This design comes from an exercise in tuning for small area, a short achievable clock period and few clock cycles per item on the open sky130 flow, not from production work.
Only simulation tests tie the RTL to the original design; equivalence was not proved.
Power figures rest on the tool's default switching activity, not on a simulated workload.

[flow/flow/run.sh]
#!/bin/bash
# Standard layout with two changes:
#  - synthesis maps the logic with an area-oriented ABC script
#    (flow/abc_area.script) instead of ORFS's speed script; everything else
#    in the standard flow's synthesis script (synth_recipe.tcl) is kept;
#  - the ports get plain buf_1 buffers (buffer_ports -buffer_cell).
set -euo pipefail
W=$PWD
# synth_recipe.tcl with a wrapper that swaps the ABC script
{
  head -n 1 synth_recipe.tcl
  cat <<EOT
proc abc {args} {
  set i [lsearch -exact \$args -script]
  if {\$i >= 0} { set args [lreplace \$args [expr {\$i+1}] [expr {\$i+1}] $W/flow/abc_area.script] }
  yosys abc {*}\$args
}
EOT
  tail -n +2 synth_recipe.tcl
} > synth_area.tcl
sed "s#SYNTH_SCRIPT=[^ ]*synth_recipe.tcl#SYNTH_SCRIPT=$W/synth_area.tcl#" standard.sh > standard_area.sh
grep -q "SYNTH_SCRIPT=$W/synth_area.tcl" standard_area.sh
export BUFFER_PORTS_ARGS="-buffer_cell sky130_fd_sc_hd__buf_1"
bash standard_area.sh > standard.log 2>&1
[flow/flow/abc_area.script]
strash
&get -n
&fraig -x
&put
dc2
strash
&get -n
&dch -f
&nf -R 1000
&put
[flow/standard.sh]
#!/bin/bash
# synth_recipe.tcl (not shown) runs the flow's synth.tcl, then flattens the netlist and writes it again
# the make line also repeats each setting of config.mk as NAME=value (left out here)
make -C /OpenROAD-flow-scripts/flow DESIGN_CONFIG=/design/flow/config.mk WORK_HOME=/design/flow/orfs CLKGATE_MAP_FILE= SYNTH_SCRIPT=/design/flow/synth_recipe.tcl "${@:-finish}"
[flow/config.mk]
export PLATFORM = sky130hd
export DESIGN_NAME = cache_controller
export DESIGN_NICKNAME = cache_controller
export VERILOG_FILES = /design/flow/design.v
export SDC_FILE = /design/flow/constraint.sdc
export NUM_CORES = 4
export LEC_CHECK = 0
export CAP_MARGIN = 20
export CORE_MARGIN = 2
export CORE_UTILIZATION = 50
export CTS_BUF_LIST = sky130_fd_sc_hd__clkbuf_8
export SETUP_SLACK_MARGIN = 2.8
export SLEW_MARGIN = 20
[flow/constraint.sdc]
create_clock -name core_clock -period 6.0 [get_ports {clk}]
set_input_delay 1.2000 -clock core_clock [delete_from_list [all_inputs] [get_ports {clk}]]
set_output_delay 1.2000 -clock core_clock [all_outputs]
set_load 0.01 [all_outputs]
[flow/design.v]
module cache_controller(
    input  logic         clk,
    input  logic         rst_n,
    input  logic         read_req,      
    input  logic         write_req,     
    input  logic         cache_flush,   
    input  logic [31:0]  p_addr,        
    output logic [31:0]  m_addr,        
    input  logic [31:0]  p_w_data,      
    output logic [31:0]  p_r_data,      
    input  logic [127:0] m_r_data,      
    output logic [127:0] m_w_data,      
    input  logic         main_mem_ack,  
    output logic         mem_write,     
    output logic         mem_read,      
    output logic         stall,         
    output logic         p_ready        
);
    localparam PB = 2;      
    logic [127:0] line;     
    logic [27:0]  tag;      
    logic         valid;
    logic         dirty;
    logic         hit_r;    
    logic         miss_r;   
    logic         rd_r;     
    logic         wr_r;     
    logic         ack_r;    
    logic [3:0]   selm_r [2];  
    logic [3:0]   sell_r [2];  
    logic         rw, any, done, match, miss, fill_done, wb_done, fill_next;
    logic [3:0]   word;     
    logic [3:0]   wsel;     
    logic [3:0]   fsel;     
    logic [3:0]   hold;     
    logic [127:0] line_d;
    assign rw    = read_req | write_req;
    assign any   = read_req | write_req | cache_flush;
    assign match = valid && (tag == p_addr[31:4]);
    assign miss  = (tag[PB-1:0] != p_addr[PB+3:4]) || miss_r;
    assign fill_done = rd_r && main_mem_ack;
    assign wb_done   = wr_r && main_mem_ack;
    assign mem_write = dirty && ((rw && miss) || cache_flush);
    assign mem_read  = rw && !dirty && miss;
    assign m_addr    = {(dirty ? tag : p_addr[31:4]), 4'b0000};
    assign m_w_data  = line;
    assign done    = hit_r || (main_mem_ack && ack_r) || (cache_flush && !dirty);
    assign p_ready = any && done;
    assign stall   = any && !done;
    always_comb begin
        for (int h = 0; h < 2; h++) begin
            p_r_data[16*h +: 16] = 16'd0;
            for (int k = 0; k < 4; k++)
                p_r_data[16*h +: 16] = p_r_data[16*h +: 16]
                                     | ({16{selm_r[h][k]}} & m_r_data[32*k+16*h +: 16])
                                     | ({16{sell_r[h][k]}} & line[32*k+16*h +: 16]);
        end
    end
    always_comb begin
        for (int k = 0; k < 4; k++) begin
            word[k] = (p_addr[3:2] == 2'(k));
            wsel[k] = write_req && word[k] && (hit_r || fill_done);
            fsel[k] = fill_done && !wsel[k];
            hold[k] = !wsel[k] && !fill_done;
            line_d[32*k +: 32] = ({32{hold[k]}} & line[32*k +: 32])
                               | ({32{wsel[k]}} & p_w_data)
                               | ({32{fsel[k]}} & m_r_data[32*k +: 32]);
        end
    end
    assign fill_next = mem_read && !main_mem_ack;
    always_ff @(posedge clk) begin
        line <= line_d;
        for (int h = 0; h < 2; h++) begin
            selm_r[h] <= word & {4{fill_next}};
            sell_r[h] <= word & {4{!fill_next}};
        end
        if (fill_done)
            tag <= p_addr[31:4];
    end
    always_ff @(posedge clk or negedge rst_n) begin
        if (!rst_n) begin
            valid  <= 1'b0;
            dirty  <= 1'b0;
            hit_r  <= 1'b0;
            miss_r <= 1'b1;
            rd_r   <= 1'b0;
            wr_r   <= 1'b0;
            ack_r  <= 1'b0;
        end else begin
            hit_r  <= stall && rw && match;
            miss_r <= (stall && !match) || !(valid || fill_done);
            rd_r   <= fill_next;
            wr_r   <= mem_write && !main_mem_ack;
            ack_r  <= (mem_read || (mem_write && cache_flush)) && !main_mem_ack;
            if (fill_done)
                valid <= 1'b1;
            if (wb_done)
                dirty <= 1'b0;
            else if (write_req && (hit_r || fill_done))
                dirty <= 1'b1;
        end
    end
endmodule
==> metrics.md, run 1 <==
| Metric | Value |
|---|---|
| Slew Viols, Final | `0` |
| Worst hold-check path type | `reg2reg` |
| Clock skew | `0.0100 ns` |
| Outcome | `no timing/DRC/antenna violations` |
| Initial antenna violation count | `1` |
| Unique cell type count in the Yosys netlist | `31` |
| Maximum clock path buffer count | `2` |
| Final hold viol count | `0` |
| Reg-to-reg slack, setup | `3.31 ns` |
| Post-synthesis register bit count | `between 150 and 200` |
| Post-route ant nets | `0` |
| Reg2reg end | `line[31]` |
| Leak | `about 3.6 nW` |
| Die outline height | `roughly 130 um` |
| Total track usage | `between 40% and 50%` |
| Worst slew margin | `52.1%` |
| Post-synth top area cell | `dfxtp_1` |
| DRC | `0` |
| Worst Path Max Fanout | `18` |
| Worst setup SP type | `flop` |
| Max-cap violations | `0` |
| RSZ-0062 raised after global routing | `yes` |
| Vias/cell | `slightly below 7` |
| Detailed Place HPWL | `21900 um` |
| Pre-antenna DRT Iters | `14` |
| Crit end category | `primary output` |
| Finished Core Util | `69.4%` |
| Die width | `126 um` |
| First DRT Iteration DRCs | `2172` |
| Reg clk slew, reported paths | `roughly 0.090 ns` |
| Largest net degree at the start of global routing | `50` |
| Synth area leaders | `dfxtp_1 37%, a222oi_1 25%, edfxtp_1 11%, clkinv_1 7.6%, a22oi_1 3.7%` |
| Vias in the first global route | `8361` |
| Worst skew pair latency | `0.48 ns` |
| Yosys warning count | `3` |
| CP arrival | `approximately 2 ns` |
| Max Freq | `312 MHz` |
| Final-report setup violation count | `0` |
| Mapped Avg Cell Area | `10.4 um2` |
| Shortest period the worst path allows | `3.21 ns` |
| Tcrit/Tclk final | `53.4%` |
| Initial core utilization | `51.1%` |
| Wire per inst | `26.2 um` |
| Setup_tns | `0 ns` |
| I/O pins | `394` |
| Final hold slack | `between 0.4 and 0.5 ns` |
| Critical path class | `reg2out` |
| Total power | `5.03 mW` |
| Row count | `44` |
| Post-synth top area share | `36.7%` |
| Most common cell after layout, fill and taps aside | `buf_1` |
| Worst slew pin tran | `between 0.7 and 0.8 ns` |
| Most frequent cells in the layout | `370 x buf_1, 186 x a222oi_1, 148 x clkinv_1` |
| CP required | `approximately 4.8 ns` |
| Area growth, synth to finish | `35.8%` |
| Core Area | `14500 um2` |
| R2R Path Start | `rd_r` |
| CTS root buf | `clkbuf_8` |
| Overall routed net length | `35500 um` |
| Final Net Count | `roughly 1.4k` |
| Pwr dens | `499 nW/um2` |
| Fin worst setup slack | `2.79 ns` |
| Overflow after GRT | `0` |
| H-tree levels | `4` |
| CP startpoint | `selm_r[0][0]` |
| Post-Syn Instances | `713` |
| Die area | `15800 um2` |
| Worst slack at placement | `2.03 ns` |
| Reg2Reg Depth | `8` |
| First-pass GRT wire length | `48900 um` |
| Routed via count | `around 9.2k` |
| CTS tree | `done` |
| Layout filler cell count | `1293` |
| Mapped cell area | `around 7400 um2` |
| Worst vdd ir | `0.000359 V` |
| GPL Wtd Cong | `0.909` |
| Sequential area share after synthesis | `50.4%` |
| Number of buffers created by CTS | `17` |
| CP endpoint | `p_r_data[9]` |
| PortBufs | `approximately 390` |
| Share of cells above drive strength 1 | `9.34%` |
| Clock Sinks | `171` |
registers in the layout, summed over array words and instances (netlist names):
| register | count |
|---|---|
| ack_r | 1 |
| dirty | 1 |
| hit_r | 1 |
| line | 128 |
| miss_r | 1 |
| rd_r | 1 |
| sell_r | 4 |
| selm_r | 4 |
| tag | 28 |
| valid | 1 |
| wr_r | 1 |
timing repair:
action | 4_1_cts | 5_1_grt
gates resized for setup | 19 | 47
endpoints found under the hold margin | 0 | 0
gates cloned | 1 | 8
hold buffers | 0 | 0
setup endpoints to repair | 164 | 143
pin swaps | 7 | 23
buffers inserted | 5 | 10
metrics by stage:
step	instance area (um2)	instances
final	10100	1353
after floorplan	7560	716
after global routing	10100	1352
after global placement	9310	1296
after CTS	9740	1333
after detailed placement	9310	1296
per-layer routing:
layer / up-vias / part of all wire (%) / global-route usage [%]
li1: 3913 / - / -
met1: 4336 / 34 / 50.4
met2: 868 / 46 / 64.1
met3: 125 / 15 / 11.7
met4: 0 / 3.9 / 19.3
met5: - / 0 / 0
cells by family (layout without fill, tap and decap cells):
kind of cell,count (synthesis),count (layout),synth area share [%]
AND/OR/NAND/NOR,98,106,6.00
other,1,6,0.0505
AO/OA/AOI/OAI,269,269,32.9
multiplexers,10,10,1.52
XOR/XNOR,10,10,1.18
flip-flops,171,171,50.4
buffers and inverters,154,597,7.99
final cells by class:
cell class,count,area (um2),share of cell area [%]
diodes,2,5.00,0.0496
clock buffers,22,303,3.00
clock inverters,9,36.3,0.360
inverters,150,579,5.75
multi-input cells,399,3350,33.2
flip-flops and latches,171,3750,37.2
well taps,184,230,2.28
repair buffers,416,1820,18.1
Yosys cell counts:
cell,instances
a2111oi_0,1
a21oi_1,7
a221o_1,2
a221oi_1,5
a222oi_1,186
a22o_1,3
a22oi_1,37
buf_4,4
clkinv_1,150
conb_1,1
dfrtp_1,6
dfstp_2,1
dfxtp_1,136
edfxtp_1,28
mux2_1,10
nand2_1,23
nand2b_1,3
nand3_1,27
nand4_1,7
nor2_1,28
nor2b_1,2
nor3_1,5
nor4_1,2
o2111ai_1,1
o21ai_0,15
o22ai_1,8
o2bb2ai_1,3
o31ai_1,1
or3_1,1
xnor2_1,4
xor2_1,6
power breakdown:
part / internal (mW) / total, mW / switching (mW) / leakage [nW]
clock network: 0.328 / 0.735 / 0.407 / 0.203
registers: 1.67 / 2.13 / 0.458 / 1.48
logic: 0.856 / 2.17 / 1.31 / 1.89
worst max-delay path: stages (launching register included):
cell and delay [ns]:
dfxtp_2 0.64, buf_4 0.39, a22oi_1 0.15, nand3_1 0.17, buf_2 0.16
worst min-delay path by stage:
stage | start | end | slack [ns] | cells after the start
3_3_place_gp | wr_r | dirty | 0.43 | 1
2_1_floorplan | valid | miss_r | 0.41 | 1
6_report | wr_r | dirty | 0.46 | 1
3_5_place_dp | wr_r | dirty | 0.45 | 1
4_1_cts | wr_r | dirty | 0.47 | 1
5_1_grt | wr_r | dirty | 0.49 | 1
Testbench counts, summed over its fixed seeds: cycles 68,314, items 12,008.
==> run 2, diff against run 1 <==
--- a/flow/design.v
+++ b/flow/design.v
@@ -16,7 +16,7 @@
     output logic         stall,         
     output logic         p_ready        
 );
-    localparam PB = 2;      
+    localparam PB = 3;      
     logic [127:0] line;     
     logic [27:0]  tag;      
     logic         valid;
--- a/flow/config.mk
+++ b/flow/config.mk
@@ -9,5 +9,5 @@
 export CORE_MARGIN = 2
 export CORE_UTILIZATION = 50
 export CTS_BUF_LIST = sky130_fd_sc_hd__clkbuf_8
-export SETUP_SLACK_MARGIN = 2.8
+export SETUP_SLACK_MARGIN = 3.0
 export SLEW_MARGIN = 20
==> metrics.md, run 2 <==
| Metric | Value |
|---|---|
| Outcome | `no timing/DRC/antenna violations` |
| Biggest register | `line` |
| I/O pins | `394` |
| Fin worst setup slack | `2.81 ns` |
| Vias in the first global route | `8651` |
| Asr flop ratio synth | `approximately 4%` |
| CTS tree | `done` |
| Max-cap violations | `0` |
| Total track usage | `42.1%` |
| Slowest CP cell | `o22ai_4` |
| Reg clk slew, reported paths | `0.08 ns` |
| DRC | `0` |
| Crit end category | `primary output` |
| Main synth FF type | `dfxtp_1` |
| Pre-antenna DRT Iters | `12` |
| Overall routed net length | `36300 um` |
| Area growth, synth to finish | `42.3%` |
| Max stage delay on crit path | `0.18 ns` |
| Placed inst area | `9330 um2` |
| Yosys warning count | `3` |
| RSZ-0062 raised after global routing | `yes` |
| Number of buffers created by CTS | `17` |
| Pwr dens | `about 470 nW/um2` |
| Number of flip-flops in the largest register | `around 130` |
| Tcrit/Tclk final | `between 50% and 60%` |
| Max Freq | `approximately 310 MHz` |
| Clock skew | `0.00949 ns` |
| Routed via count | `9505` |
| Wire per inst | `26.4 um` |
| First-pass GRT wire length | `51200 um` |
| Most frequent cells in the layout | `330 x buf_1, 188 x a222oi_1, 151 x clkinv_1` |
| CTS root buf | `clkbuf_8` |
| Initial core utilization | `51.1%` |
| First DRT Iteration DRCs | `between 2k and 2.5k` |
| Post-synthesis register bit count | `between 150 and 200` |
| Leak | `3.94 nW` |
| Core Area | `roughly 15000 um2` |
| Most common cell in the netlist | `a222oi_1` |
| Worst skew pair latency | `0.47 ns` |
| # diodes | `0` |
| Shortest period the worst path allows | `roughly 3.2 ns` |
| GPL Wtd Cong | `roughly 0.90` |
| Final Instance Area | `between 10000 and 15000 um2` |
| Critical path class | `in2out` |
| Mapped cell area | `7420 um2` |
| Layout filler cell count | `1190` |
| Final hold viol count | `0` |
| Worst Path Max Fanout | `3` |
| Mapped Avg Cell Area | `10.4 um2` |
| Setup_tns | `0 ns` |
| Post-route ant nets | `0` |
| Initial antenna violation count | `0` |
| Worst slew pin tran | `1.12 ns` |
| Detailed Place HPWL | `21900 um` |
| Total power | `between 4 and 5 mW` |
| Synth area leaders | `dfxtp_1 37%, a222oi_1 25%, edfxtp_1 11%, clkinv_1 7.7%, a22oi_1 3.1%` |
| Slew Viols, Final | `0` |
| CP arrival | `1.99 ns` |
| Sequential area share after synthesis | `50.4%` |
| Worst slack at placement | `2.11 ns` |
| Worst setup SP type | `input port` |
| Top flop regs | `line: 128 flops, tag: 28 flops` |
| Row count | `44` |
| Synth top cells by count | `188 x a222oi_1, 153 x clkinv_1, 136 x dfxtp_1` |
| Die width | `126 um` |
| Unique cell type count in the Yosys netlist | `32` |
| Final-report setup violation count | `0` |
| Vias/cell | `6.91` |
| Maximum clock path buffer count | `2` |
| Worst slew margin | `25.4%` |
| Post-Syn Instances | `714` |
| Overflow after GRT | `0` |
| Post-synth top area share | `36.7%` |
| Die area | `15800 um2` |
| Share of cells above drive strength 1 | `15.7%` |
| Largest net degree at the start of global routing | `between 40 and 50` |
| H-tree levels | `4` |
| Worst hold-check path type | `reg2reg` |
| Post-synth top area cell | `dfxtp_1` |
| Die outline height | `126 um` |
| Finished Core Util | `72.6%` |
| Most common cell after layout, fill and taps aside | `buf_1` |
| Worst vdd ir | `approximately 0.00031 V` |
| Critical path, cell by cell | `buf_8 > xnor2_4 > nand3_2 > o22ai_4 > a21oi_2 > buf_2` |
| PortBufs | `387` |
| EDFF count, synth | `28` |
| CP required | `4.80 ns` |
| Clock Sinks | `~170` |
| Final Net Count | `1377` |
run 2: cell types whose count changed in the layout (fill, tap and decap cells not counted), moves of 4 or more:
cell      before  now
buf_1        370  330
buf_6          8   34
buf_2          6   29
buf_4         20   31
a22oi_1       37   31
a221oi_1       3    8
nand3_1       27   32
o21ai_0       14    9
o21ai_1        0    5
inv_1          7    3
nand4_1        7    3
run 2: worst paths after layout:
kind	from	slack, ns	end	depth (start not counted)
min in group asynchronous	rst_n	0.60	hit_r	1
worst min register to register	wr_r	0.45	dirty	1
worst min-delay path	wr_r	0.45	dirty	1
max in group asynchronous	rst_n	5.09	miss_r	1
worst max register to register	tag[2]	3.20	hit_r	13
worst max-delay path	p_addr[6]	2.81	mem_write	6
run 2: per-layer routing:
layer | track usage, % | part of all wire, % | wire length, um
met1 | 52.6 | 33 | 12200
met3 | 13.1 | 16 | 5690
met2 | 67.3 | 45 | 16500
met5 | 0 | 0 | 0
met4 | 18.7 | 5.5 | 2000
run 2: worst max-delay path, delay by kind of cell:
| kind | cells | cell delay, ns |
|---|---|---|
| buffers and inverters | 2 | 0.25 |
| AND/OR/NAND/NOR | 1 | 0.12 |
| AO/OA/AOI/OAI | 2 | 0.27 |
| XOR/XNOR | 1 | 0.15 |
run 2: power by group:
group	switching, mW	total (mW)	leakage, nW	internal [mW]
Combinational	1.27	2.11	2.25	0.836
Sequential	0.415	2.05	1.48	1.63
Clock	0.418	0.781	0.201	0.363
Total	2.10	4.93	3.94	2.83
run 2: area by class of cell:
cell class	instances	area (um2)	share of cell area, %
sequential	171	3760	35.6
multi-input combinational	396	3420	32.4
timing repair buffer	440	2180	20.6
inverter	153	603	5.71
clock buffer	21	289	2.74
tap	184	230	2.18
clock inverter	10	75.1	0.711
run 2: logic make-up (layout without fill, tap and decap cells):
logic type             after synthesis  count (layout)  synth area share, %
other                                1               4               0.0505
AO/OA/AOI/OAI                      274             274                 33.5
buffers and inverters              157             624                 8.14
XOR/XNOR                             8               8                0.944
multiplexers                         8               8                 1.21
flip-flops                         171             171                 50.4
AND/OR/NAND/NOR                     95             102                 5.78
run 2: what timing repair did:
item,in CTS,in global routing
resized for setup,89,78
setup endpoints to repair,174,122
cloned,4,3
hold buffers,0,0
buffers inserted,29,11
pin swaps,40,39
run 2: metrics by stage:
step	cells	hold WS, ns
4_1_cts	1361	0.447
2_1_floorplan	717	0.423
3_5_place_dp	1297	0.432
3_3_place_gp	1297	0.429
6_report	1375	0.454
5_1_grt	1375	0.480
Testbench counts of run 2, summed over its fixed seeds: cycles 67,648, items 12,008.
==> run 3, diff against run 2 <==
--- a/flow/config.mk
+++ b/flow/config.mk
@@ -9,5 +9,5 @@
 export CORE_MARGIN = 2
 export CORE_UTILIZATION = 50
 export CTS_BUF_LIST = sky130_fd_sc_hd__clkbuf_8
-export SETUP_SLACK_MARGIN = 3.0
+export SETUP_SLACK_MARGIN = 2.7
 export SLEW_MARGIN = 20
==> metrics.md, run 3 <==
| Metric | Value |
|---|---|
| Mapped Avg Cell Area | `10.4 um2` |
| Simple-gate share of the synthesized area | `5.78%` |
| Crit end category | `flop` |
| Yosys warning count | `3` |
| Unique cell type count in the Yosys netlist | `32` |
| Area growth, synth to finish | `33.5%` |
| Vias in the first global route | `8420` |
| Synth Area in Adders | `0%` |
| Maximum clock path buffer count | `2` |
| Largest net degree at the start of global routing | `53` |
| Die width | `126 um` |
| Biggest register | `line` |
| Main synth FF type | `dfxtp_1` |
| Core Area | `14500 um2` |
| Setup_tns | `0 ns` |
| Worst hold-check path type | `reg2reg` |
| Slew Viols, Final | `0` |
| Post-CTS Hold Buffers | `0` |
| Worst skew pair latency | `around 0.47 ns` |
| Die area | `15800 um2` |
| Compound-gate portion of the synthesized area | `33.5%` |
| Tcrit/Tclk final | `57.5%` |
| Max Freq | `between 200 and 300 MHz` |
| Sequential area share after synthesis | `50.4%` |
| GPL Wtd Cong | `0.898` |
| Critical path class | `in2reg` |
| Slowest CP cell | `nor2_2` |
| CP startpoint | `main_mem_ack` |
| Mapped cell area | `7420 um2` |
| XOR/XNOR share of the synthesized area | `less than 1%` |
| Row count | `44` |
| CTS tree | `done` |
| R2R Path Start | `rd_r` |
| Worst Path Max Fanout | `37` |
| H-tree levels | `4` |
| Final-report setup violation count | `0` |
| Initial core utilization | `51.1%` |
| Final Net Count | `1346` |
| Final hold viol count | `0` |
| Post-Syn Instances | `714` |
| Outcome | `no timing/DRC/antenna violations` |
| Overflow after GRT | `0` |
| Reg clk slew, reported paths | `about 0.090 ns` |
| Wire per inst | `25.6 um` |
| Most common cell after layout, fill and taps aside | `buf_1` |
| Pwr dens | `roughly 500 nW/um2` |
| Number of buffers created by CTS | `17` |
| Worst setup SP type | `input port` |
| RSZ-0062 raised after global routing | `yes` |
| Post-route ant nets | `0` |
| Most common cell in the netlist | `a222oi_1` |
| First DRT Iteration DRCs | `roughly 2.4k` |
| Total power | `~4.9 mW` |
| DRC | `0` |
| PortBufs | `~390` |
| Pre-antenna DRT Iters | `14` |
| Leak | `3.49 nW` |
| Critical path, cell by cell | `clkbuf_2 > nand2_4 > clkinv_8 > o21ai_4 > nor2_4 > nor2_2 > a222oi_1 > clkinv_1` |
| Post-synth top area cell | `dfxtp_1` |
| Worst slew pin tran | `~1.2 ns` |
| EDFF count, synth | `28` |
| Share of cells above drive strength 1 | `7.49%` |
| First-pass GRT wire length | `48900 um` |
| Routed via count | `9120` |
| Top flop regs | `line: 128 flops, tag: 28 flops` |
| Most frequent cells in the layout | `385 x buf_1, 188 x a222oi_1, 152 x clkinv_1` |
| Synth area leaders | `dfxtp_1 37%, a222oi_1 25%, edfxtp_1 11%, clkinv_1 7.7%, a22oi_1 3.1%` |
| Worst slew margin | `17.5%` |
| I/O pins | `394` |
| Die outline height | `126 um` |
| Max-cap violations | `0` |
| # diodes | `0` |
| Clock Sinks | `approximately 170` |
| Synth top cells by count | `188 x a222oi_1, 153 x clkinv_1, 136 x dfxtp_1` |
| Worst Hold Launch | `wr_r` |
| Max stage delay on crit path | `0.99 ns` |
| CP arrival | `3.86 ns` |
| Initial antenna violation count | `0` |
| Overall routed net length | `34500 um` |
| CP required | `6.41 ns` |
| Reg-to-reg slack, setup | `3.04 ns` |
| CTS root buf | `clkbuf_8` |
| Number of flip-flops in the largest register | `128` |
| Vias/cell | `a little under 7` |
| Detailed Place HPWL | `21600 um` |
| Total track usage | `40.2%` |
| Largest family of logic cells by synthesized area | `compound AO/OA/AOI/OAI gates` |
| Post-synthesis mux area share | `under 10%` |
| Clock skew | `0.0104 ns` |
| Shortest period the worst path allows | `3.45 ns` |
| Post-synth top area share | `between 30 and 40%` |
| Post-synthesis register bit count | `around 170` |
| Worst vdd ir | `0.000282 V` |
| Asr flop ratio synth | `4.09%` |
-- run 3: changes by cell type in the layout (fill, tap and decap cells not counted), sizes merged --
cell / previous run / this run
buf: 432 / 406
bufinv: 1 / 4
clkbuf: 29 / 19
clkinv: 156 / 155
clkinvlp: 1 / 6
inv: 5 / 3
nor2: 33 / 34
-- run 3: critical path, delay by kind of cell --
kind	cells	cell delay (ns)
AO/OA/AOI/OAI	2	0.65
buffers and inverters	3	0.51
AND/OR/NAND/NOR	3	1.46
-- run 3: worst paths after layout --
| kind | endpoint | cells past startpoint |
|---|---|---|
| min | dirty | 1 |
| max reg2reg | line[120] | 7 |
| min in group asynchronous | hit_r | 1 |
| max | line[120] | 8 |
| max in group asynchronous | miss_r | 1 |
| min reg2reg | dirty | 1 |
-- run 3: power by group --
group	switching [mW]	internal, mW	total [mW]	leakage (nW)
sequential	0.403	1.63	2.03	1.48
clock	0.444	0.452	0.896	0.201
combinational	1.23	0.733	1.96	1.80
-- run 3: cell families (layout without fill, tap and decap cells) --
family                    after synthesis  count (layout)
muxes                                   8               8
AOI/OAI and AO/OA                     274             274
xor gates and xnor gates                8               8
buffers and inverters                 157             593
other                                   1               4
and+or+nand+nor                        95             103
DFF                                   171             171
-- run 3: routing by layer --
layer	wire length, um	vias to the layer above	track usage [%]
met5	0	-	0
met4	1400	0	16.4
met3	5760	128	12.6
met2	15600	885	64.7
met1	11800	4210	50.3
li1	-	3897	-
-- run 3: through the flow --
step | cells | setup slack [ns] | cell area (um2) | hold slack [ns] | utilization, %
4_1_cts | 1333 | 2.57 | 9770 | 0.448 | 67.2
2_1_floorplan | 717 | 2.75 | 7550 | 0.423 | -
3_3_place_gp | 1297 | 1.98 | 9300 | 0.431 | 64.0
6_report | 1345 | 2.55 | 9900 | 0.452 | 68.1
3_5_place_dp | 1297 | 1.96 | 9300 | 0.435 | 64.0
5_1_grt | 1345 | 2.58 | 9900 | 0.485 | 68.1
-- run 3: what timing repair did --
| action | in CTS | in global routing |
|---|---|---|
| resized for setup | 4 | 16 |
| gates cloned | 3 | 5 |
| buffers inserted | 1 | 7 |
| endpoints found under the hold margin | 0 | 0 |
| pin swaps | 4 | 8 |
| setup endpoints to repair | 115 | 145 |
-- run 3: area by class of cell --
type / instances / area, um2
inverter: 153 / 587
clock inverter: 15 / 196
fill: 1275 / 4630
tap: 184 / 230
timing repair buffer: 408 / 1630
clock buffer: 17 / 234
sequential: 171 / 3750
multi-input combinational: 397 / 3280
==> run 4, diff against run 3 <==
--- a/flow/config.mk
+++ b/flow/config.mk
@@ -9,5 +9,5 @@
 export CORE_MARGIN = 2
 export CORE_UTILIZATION = 50
 export CTS_BUF_LIST = sky130_fd_sc_hd__clkbuf_8
-export SETUP_SLACK_MARGIN = 2.7
+export SETUP_SLACK_MARGIN = 2.9
 export SLEW_MARGIN = 20
==> metrics.md, run 4 <==
| Metric | Value |
|---|---|
| Worst slew margin | `22.8%` |
| Final-report setup violation count | `0` |
| Slowest CP cell | `o22ai_4` |
| Worst vdd ir | `0.000311 V` |
| Critical path class | `in2out` |
| Worst hold-check path type | `reg2reg` |
| Crit path max-delay family | `compound AO/OA/AOI/OAI gates` |
| Number of buffers created by CTS | `17` |
| Die width | `126 um` |
| Final Net Count | `between 1k and 1.5k` |
| Worst skew pair latency | `0.46 ns` |
| Final hold slack | `0.453 ns` |
| Routed via count | `9267` |
| Top layer in use | `met4` |
| Most common cell after layout, fill and taps aside | `buf_1` |
| Critical path, cell by cell | `buf_8 > xnor2_4 > nand3_2 > o22ai_4 > a21oi_2 > buf_2` |
| Wire length on met2 | `16200 um` |
| Number of flip-flops in the largest register | `about 130` |
| Biggest register | `line` |
| Tcrit/Tclk final | `53.4%` |
| Asr flop ratio synth | `4.09%` |
| # diodes | `0` |
| Clock skew | `0.00919 ns` |
| Clock Sinks | `171` |
| Sequential area share after synthesis | `50.4%` |
| Row count | `44` |
| Vias/cell | `6.82` |
| Routed length on met3 | `5180 um` |
| Most common cell in the netlist | `a222oi_1` |
| Post-synth top area cell | `dfxtp_1` |
| Share of cells above drive strength 1 | `12.8%` |
| Worst slew pin tran | `around 1.2 ns` |
| Overflow after GRT | `0` |
| Slew Viols, Final | `0` |
| DRT met1 WL | `about 12000 um` |
| Initial antenna violation count | `0` |
| Max stage delay on crit path | `0.19 ns` |
| Synth area leaders | `dfxtp_1 37%, a222oi_1 25%, edfxtp_1 11%, clkinv_1 7.7%, a22oi_1 3.1%` |
| Most frequent cells in the layout | `347 x buf_1, 188 x a222oi_1, 151 x clkinv_1` |
| EDFF count, synth | `28` |
| Vias in the first global route | `8457` |
| H-tree levels | `4` |
| Wire per inst | `about 26 um` |
| Unique cell type count in the Yosys netlist | `32` |
| Detailed Place HPWL | `21900 um` |
| Final hold viol count | `0` |
| Max-cap violations | `0` |
| Pwr dens | `about 470 nW/um2` |
| GPL Wtd Cong | `0.897` |
| Maximum clock path buffer count | `2` |
| Crit end category | `primary output` |
| Post-synthesis register bit count | `around 170` |
| Pre-antenna DRT Iters | `13` |
| Worst Path Max Fanout | `3` |
| Max Freq | `312 MHz` |
| PortBufs | `387` |
| CP required | `4.80 ns` |
| Core Area | `roughly 15000 um2` |
| RSZ-0062 raised after global routing | `yes` |
| First-pass GRT wire length | `50300 um` |
| Overall routed net length | `35100 um` |
| Main synth FF type | `dfxtp_1` |
| Mapped cell area | `7420 um2` |
| Shortest period the worst path allows | `3.20 ns` |
| Total track usage | `41.4%` |
| Leak | `~3.8 nW` |
| Post-Syn Instances | `~710` |
| DRC | `0` |
| Post-synth top area share | `36.7%` |
| First DRT Iteration DRCs | `2334` |
| Post-route ant nets | `0` |
| Area growth, synth to finish | `38.5%` |
| Largest net degree at the start of global routing | `49` |
| Final Instance Area | `10300 um2` |
| Reg clk slew, reported paths | `0.08 ns` |
| CTS root buf | `clkbuf_8` |
| Yosys warning count | `3` |
| Mapped Avg Cell Area | `between 10 and 15 um2` |
| Layout filler cell count | `roughly 1.2k` |
| Multi-input gate area | `~3400 um2` |
| Outcome | `no timing/DRC/antenna violations` |
| Die area | `15800 um2` |
| Post-CTS Hold Buffers | `0` |
| Top flop regs | `line: 128 flops, tag: 28 flops` |
| Initial core utilization | `51.1%` |
| CTS tree | `done` |
| CP arrival | `around 2.0 ns` |
| Placed inst area | `9330 um2` |
| Setup_tns | `0 ns` |
| Buf+Inv Stages, Crit Path | `2` |
| I/O pins | `394` |
| Die outline height | `126 um` |
| FF+latch area | `3750 um2` |
| Synth top cells by count | `188 x a222oi_1, 153 x clkinv_1, 136 x dfxtp_1` |
| Worst setup SP type | `input port` |
==> run 4: changes by cell type in the layout (fill, tap and decap cells not counted), sizes merged <==
cell | before | now
inv | 3 | 5
clkbuf | 19 | 25
buf | 406 | 420
clkinvlp | 6 | 1
bufinv | 4 | 1
nor2 | 34 | 32
clkinv | 155 | 156
==> run 4: logic make-up (layout without fill, tap and decap cells) <==
kind of cell | Yosys count | after routing | share of synthesized area (%)
buffers and inverters | 157 | 608 | 8.14
and+or+nand+nor | 95 | 101 | 5.78
other | 1 | 4 | 0.0505
DFF | 171 | 171 | 50.4
xor gates and xnor gates | 8 | 8 | 0.944
AOI/OAI and AO/OA | 274 | 274 | 33.5
muxes | 8 | 8 | 1.21
==> run 4: final timing paths <==
path	slack [ns]	depth (start not counted)	from	endpoint
max reg2reg	3.18	12	tag[2]	hit_r
min	0.45	1	wr_r	dirty
max in group asynchronous	5.09	1	rst_n	miss_r
min reg2reg	0.45	1	wr_r	dirty
max	2.80	6	p_addr[6]	mem_write
min in group asynchronous	0.61	1	rst_n	hit_r
==> run 4: metrics by stage <==
step                total power, mW  setup slack (ns)  util [%]  std cells
finish                         4.86              2.80      70.7       1358
global route                   5.12              2.76      70.7       1358
CTS                            4.75              2.83      68.7       1345
detailed placement             3.94              2.11      64.2       1297
global placement               3.91              2.12      64.2       1297
floorplan                      3.08              2.87         -        717
==> run 4: routing by layer <==
layer / track usage (%) / up-vias
met5: 0 / -
met4: 17.5 / 0
met3: 12.4 / 150
met2: 66.5 / 897
met1: 52.3 / 4296
li1: - / 3924
==> run 4: cell type report <==
cell class	instances	area share (%)
timing repair buffer	424	18.9
inverter	153	5.84
clock buffer	21	2.81
tap	184	2.24
clock inverter	10	0.730
sequential	171	36.5
multi-input combinational	395	33.0
==> run 4: repair_timing <==
| action | in CTS | in global routing |
|---|---|---|
| pin swaps | 20 | 44 |
| setup buffers | 13 | 11 |
| endpoints found under the setup margin | 164 | 114 |
| cloned | 4 | 2 |
| resized for setup | 55 | 70 |
==> run 4: power by group <==
part	leakage (nW)	total [mW]	switching [mW]	internal (mW)
Combinational	2.07	2.04	1.25	0.796
Sequential	1.49	2.04	0.409	1.63
Clock	0.201	0.779	0.416	0.363
Total	3.75	4.86	2.07	2.79
==> run 5, diff against run 4 <==
--- a/flow/config.mk
+++ b/flow/config.mk
@@ -9,5 +9,5 @@
 export CORE_MARGIN = 2
 export CORE_UTILIZATION = 50
 export CTS_BUF_LIST = sky130_fd_sc_hd__clkbuf_8
-export SETUP_SLACK_MARGIN = 2.9
+export SETUP_SLACK_MARGIN = 2.8
 export SLEW_MARGIN = 20
==> metrics.md, run 5 <==
| Metric | Value |
|---|---|
| Final hold viol count | `0` |
| First-pass GRT wire length | `49000 um` |
| Pre-antenna DRT Iters | `13` |
| Post-Syn Instances | `714` |
| Placed inst area | `9310 um2` |
| Mapped cell area | `7420 um2` |
| Tcrit/Tclk final | `53.8%` |
| Die outline height | `126 um` |
| Top flop regs | `line: 128 flops, tag: 28 flops` |
| Max-cap violations | `0` |
| Setup_tns | `0 ns` |
| Number of buffers created by CTS | `17` |
| Row count | `44` |
| Worst vdd ir | `roughly 0.00025 V` |
| Asr flop ratio synth | `4.09%` |
| Most frequent cells in the layout | `380 x buf_1, 188 x a222oi_1, 152 x clkinv_1` |
| Worst slack at placement | `2.07 ns` |
| Leak | `3.55 nW` |
| Most common cell after layout, fill and taps aside | `buf_1` |
| Number of flip-flops in the largest register | `128` |
| CP arrival | `just over 2 ns` |
| Sequential area share after synthesis | `about half` |
| Post-synth top area cell | `dfxtp_1` |
| Slew Viols, Final | `0` |
| Fin cells | `1348` |
| Yosys warning count | `3` |
| GPL Wtd Cong | `0.914` |
| Post-CTS Hold Buffers | `0` |
| Worst Path Max Fanout | `2` |
| Final-report setup violation count | `0` |
| Vias/cell | `6.87` |
| CP required | `4.80 ns` |
| Post-synthesis register bit count | `171` |
| Layout filler cell count | `1265` |
| Worst hold-check path type | `reg2reg` |
| Main synth FF type | `dfxtp_1` |
| Placed cells | `1297` |
| Total track usage | `40.4%` |
| First DRT Iteration DRCs | `2441` |
| Critical path class | `in2out` |
| Die area | `15800 um2` |
| Fin worst setup slack | `2.77 ns` |
| Worst skew pair latency | `0.49 ns` |
| Post-route ant nets | `0` |
| Core Area | `approximately 15000 um2` |
| Die width | `126 um` |
| Most common cell in the netlist | `a222oi_1` |
| Initial core utilization | `51.1%` |
| Worst slew margin | `23.1%` |
| Multi-input gate area | `3360 um2` |
| Routed via count | `9265` |
| Share of cells above drive strength 1 | `8.94%` |
| Synth top cells by count | `188 x a222oi_1, 153 x clkinv_1, 136 x dfxtp_1` |
| CTS root buf | `clkbuf_8` |
| EDFF count, synth | `28` |
| Largest net degree at the start of global routing | `53` |
| DRC | `0` |
| CTS tree | `done` |
| Critical path, cell by cell | `buf_1 > a22o_1 > a221oi_2 > nand3_1 > buf_2` |
| Clock skew | `0.0126 ns` |
| Outcome | `no timing/DRC/antenna violations` |
| Crit end category | `primary output` |
| Slowest CP cell | `a22o_1` |
| Wire per inst | `25.7 um` |
| H-tree levels | `4` |
| Initial antenna violation count | `1` |
| Shortest period the worst path allows | `between 3 and 4 ns` |
| Worst slew pin tran | `1.15 ns` |
| Overflow after GRT | `0` |
| Unique cell type count in the Yosys netlist | `32` |
| Area growth, synth to finish | `35.3%` |
| Worst setup SP type | `input port` |
| I/O pins | `slightly below 400` |
| PortBufs | `387` |
| Pwr dens | `484 nW/um2` |
| Post-synth top area share | `36.7%` |
| FF+latch area | `3750 um2` |
| Synth area leaders | `dfxtp_1 37%, a222oi_1 25%, edfxtp_1 11%, clkinv_1 7.7%, a22oi_1 3.1%` |
| Mapped Avg Cell Area | `approximately 10 um2` |
| Max Freq | `310 MHz` |
| Final Net Count | `1348` |
| Max stage delay on crit path | `0.23 ns` |
| Clock Sinks | `171` |
| Overall routed net length | `34700 um` |
| Vias in the first global route | `8360` |
| Reg clk slew, reported paths | `roughly 0.090 ns` |
| Detailed Place HPWL | `~22000 um` |
| Biggest register | `line` |
| Maximum clock path buffer count | `2` |
| RSZ-0062 raised after global routing | `yes` |
| Final Instance Area | `10000 um2` |
## run 5: area by class of cell
type / instances / share of cell area (%)
tap: 184 / 2.29
clock buffer: 18 / 2.47
multi-input combinational: 394 / 33.5
inverter: 153 / 5.88
antenna: 1 / 0.0249
timing repair buffer: 413 / 17.0
clock inverter: 14 / 1.46
sequential: 171 / 37.3
## run 5: path summary, 6_finish.rpt
check	startpoint	to	slack, ns	depth (start not counted)
max	m_r_data[68]	p_r_data[4]	2.77	5
min	wr_r	dirty	0.46	1
max reg2reg	tag[2]	hit_r	3.16	13
min reg2reg	wr_r	dirty	0.46	1
max in group asynchronous	rst_n	miss_r	5.11	1
min in group asynchronous	rst_n	ack_r	0.58	1
## run 5: logic make-up (layout without fill, tap and decap cells)
kind of cell | Yosys count | count (layout) | synth area share, %
buffers and inverters | 157 | 598 | 8.14
multiplexers | 8 | 8 | 1.21
flip-flops | 171 | 171 | 50.4
XOR/XNOR | 8 | 8 | 0.944
AO/OA/AOI/OAI | 274 | 274 | 33.5
AND/OR/NAND/NOR | 95 | 100 | 5.78
other | 1 | 5 | 0.0505
## run 5: critical path: cells and delay by family
family	cells	cell delay, ns
buffers and inverters	2	0.27
AOI/OAI and AO/OA	2	0.42
and+or+nand+nor	1	0.14
## run 5: power breakdown
| group | total (mW) | internal [mW] | switching, mW | leakage (nW) |
|---|---|---|---|---|
| clock network | 0.838 | 0.381 | 0.457 | 0.189 |
| registers | 2.03 | 1.63 | 0.400 | 1.48 |
| logic | 1.99 | 0.752 | 1.24 | 1.88 |
| total | 4.86 | 2.76 | 2.09 | 3.55 |
## run 5: metrics by stage
| stage | utilization [%] | hold slack [ns] | power (mW) |
|---|---|---|---|
| 5_1_grt | 69.0 | 0.473 | 5.09 |
| 4_1_cts | 67.8 | 0.454 | 4.77 |
| 6_report | 69.1 | 0.455 | 4.86 |
| 3_3_place_gp | 64.0 | 0.426 | 3.90 |
| 3_5_place_dp | 64.0 | 0.441 | 3.92 |
| 2_1_floorplan | - | 0.423 | 3.07 |
## run 5: timing repair
action,4_1_cts,5_1_grt
setup endpoints to repair,131,82
setup buffers,12,1
gates resized for setup,17,35
gates cloned,2,3
pin swaps,5,12
## run 5: metal layers
metal,share of wire [%],track usage (%),vias up
met3,15,11.9,131
met2,46,65.0,888
met5,0,0,-
met1,34,50.7,4342
li1,-,-,3904
met4,4.2,17.8,0
==> run 6, diff against run 5 <==
--- a/flow/config.mk
+++ b/flow/config.mk
@@ -6,6 +6,7 @@
 export NUM_CORES = 4
 export LEC_CHECK = 0
 export CAP_MARGIN = 20
+export CELL_PAD_IN_SITES_DETAIL_PLACEMENT = 1
 export CORE_MARGIN = 2
 export CORE_UTILIZATION = 50
 export CTS_BUF_LIST = sky130_fd_sc_hd__clkbuf_8
==> metrics.md, run 6 <==
| Metric | Value |
|---|---|
| GPL Wtd Cong | `0.914` |
| Synth top cells by count | `188 x a222oi_1, 153 x clkinv_1, 136 x dfxtp_1` |
| Placed cells | `1297` |
| Post-synth top area share | `36.7%` |
| Die width | `126 um` |
| Mapped cell area | `7420 um2` |
| Mapped Avg Cell Area | `10.4 um2` |
| Outcome | `did not finish` |
| Post-CTS Hold Buffers | `0` |
| Clock Sinks | `~170` |
| PortBufs | `around 390` |
| EDFF count, synth | `28` |
| Initial core utilization | `51.1%` |
| H-tree levels | `4` |
| Detailed Place HPWL | `roughly 26000 um` |
| Asr flop ratio synth | `under 10%` |
| Synth area leaders | `dfxtp_1 37%, a222oi_1 25%, edfxtp_1 11%, clkinv_1 7.7%, a22oi_1 3.1%` |
| Largest net degree at the start of global routing | `53` |
| Die outline height | `between 100 and 150 um` |
| Yosys warning count | `3` |
| Maximum clock path buffer count | `2` |
| Post-Syn Instances | `714` |
| Error message | `[ERROR GRT-0232] Routing congestion too high. Check the congestion heatmap in the GUI.` |
| I/O pins | `394` |
| CTS root buf | `clkbuf_8` |
| Post-synth top area cell | `dfxtp_1` |
| Initial antenna violation count | `9` |
| Total track usage | `around 93%` |
| Failed at | `global routing (5_1_grt)` |
| Overflow after GRT | `394` |
| Number of buffers created by CTS | `17` |
| Worst End Pin Type | `output port` |
| Main synth FF type | `dfxtp_1` |
| Post-synthesis register bit count | `about 170` |
| Unique cell type count in the Yosys netlist | `32` |
| Worst_ep grt | `p_r_data[12]` |
| Most common cell in the netlist | `a222oi_1` |
| Row count | `44` |
| Sequential area share after synthesis | `50.4%` |
==> run 6: cell counts after synthesis <==
No cell type changed its count.
==> run 6: how the worst max path moves through the flow <==
stage                 start          end  slack (ns)  cells past startpoint
4_1_cts         m_r_data[2]  p_r_data[2]        2.76                      4
2_1_floorplan  main_mem_ack      line[0]        2.80                      7
3_5_place_dp   main_mem_ack     line[97]        1.99                      9
3_3_place_gp   main_mem_ack    line[127]        2.11                      9
==> run 6: kinds of logic after synthesis <==
family          synth area share [%]
flops                           50.4
mux                             1.21
simple gates                    5.78
compound gates                  33.5
other cells                   0.0505
buf+inv                         8.14
xor+xnor                       0.944
==> run 6: routing by layer <==
layer	track usage (%)	overflow
met1	90.4	15
met2	105	227
met3	84.1	8
met4	100	142
met5	46.4	2
==> run 6: stage by stage <==
stage	power (mW)	setup slack [ns]	area, um2	utilization (%)
4_1_cts	4.92	2.76	9890	68.1
3_5_place_dp	4.01	1.99	9310	64.0
2_1_floorplan	3.07	2.80	7560	-
3_3_place_gp	3.90	2.11	9310	64.0
==> run 6: power groups by stage <==
stage	combinational [mW]	sequential, mW	clock [mW]
floorplan	0.882	2.19	0
global placement	1.88	2.02	0
detailed placement	1.97	2.05	0
CTS	2.05	2.04	0.834
==> run 6: what timing repair did <==
action / 4_1_cts
endpoints found under the hold margin: 0
gates cloned: 4
gates resized for setup: 30
pin swaps: 11
setup buffers: 11
setup endpoints to repair: 132

==> what the ideal ports hide <==
The results above use ideal ports. As a check the final layouts listed here were re-extracted and re-timed, cells and wires unchanged. Step 1 assumes that a clkbuf_16 drives the clock port and a buf_2 every other input. Step 2, shift: input delay + t, output delay - t, t = (earliest + latest rising clock arrival at the registers) / 2. This alone moves slack from input paths to output paths. Three values: no drivers, after step 1, after step 2; two values: the first two.
run | t (ns) | setup slack, ns | latest minus earliest clock arrival (ns) | worst register clock-pin slew, ns | pins driven straight from the clock port
run 1 | 0.512 | 2.794 / 2.754 / 2.314 | 0.010 / 0.010 | 0.09 / 0.09 | 1
run 2 | 0.510 | 2.814 / 2.775 / 2.395 | 0.016 / 0.015 | 0.09 / 0.09 | 1
run 3 | 0.510 | 2.553 / 2.575 / 2.065 | 0.012 / 0.012 | 0.10 / 0.10 | 1
run 4 | 0.500 | 2.796 / 2.757 / 2.334 | 0.015 / 0.015 | 0.09 / 0.09 | 1
run 5 | 0.530 | 2.773 / 2.745 / 2.296 | 0.013 / 0.013 | 0.10 / 0.10 | 1
After both steps every run listed still meets setup and hold. The setup slack of run 3, which loses most, moves by +0.022 ns with the drivers and by -0.488 ns with both steps.
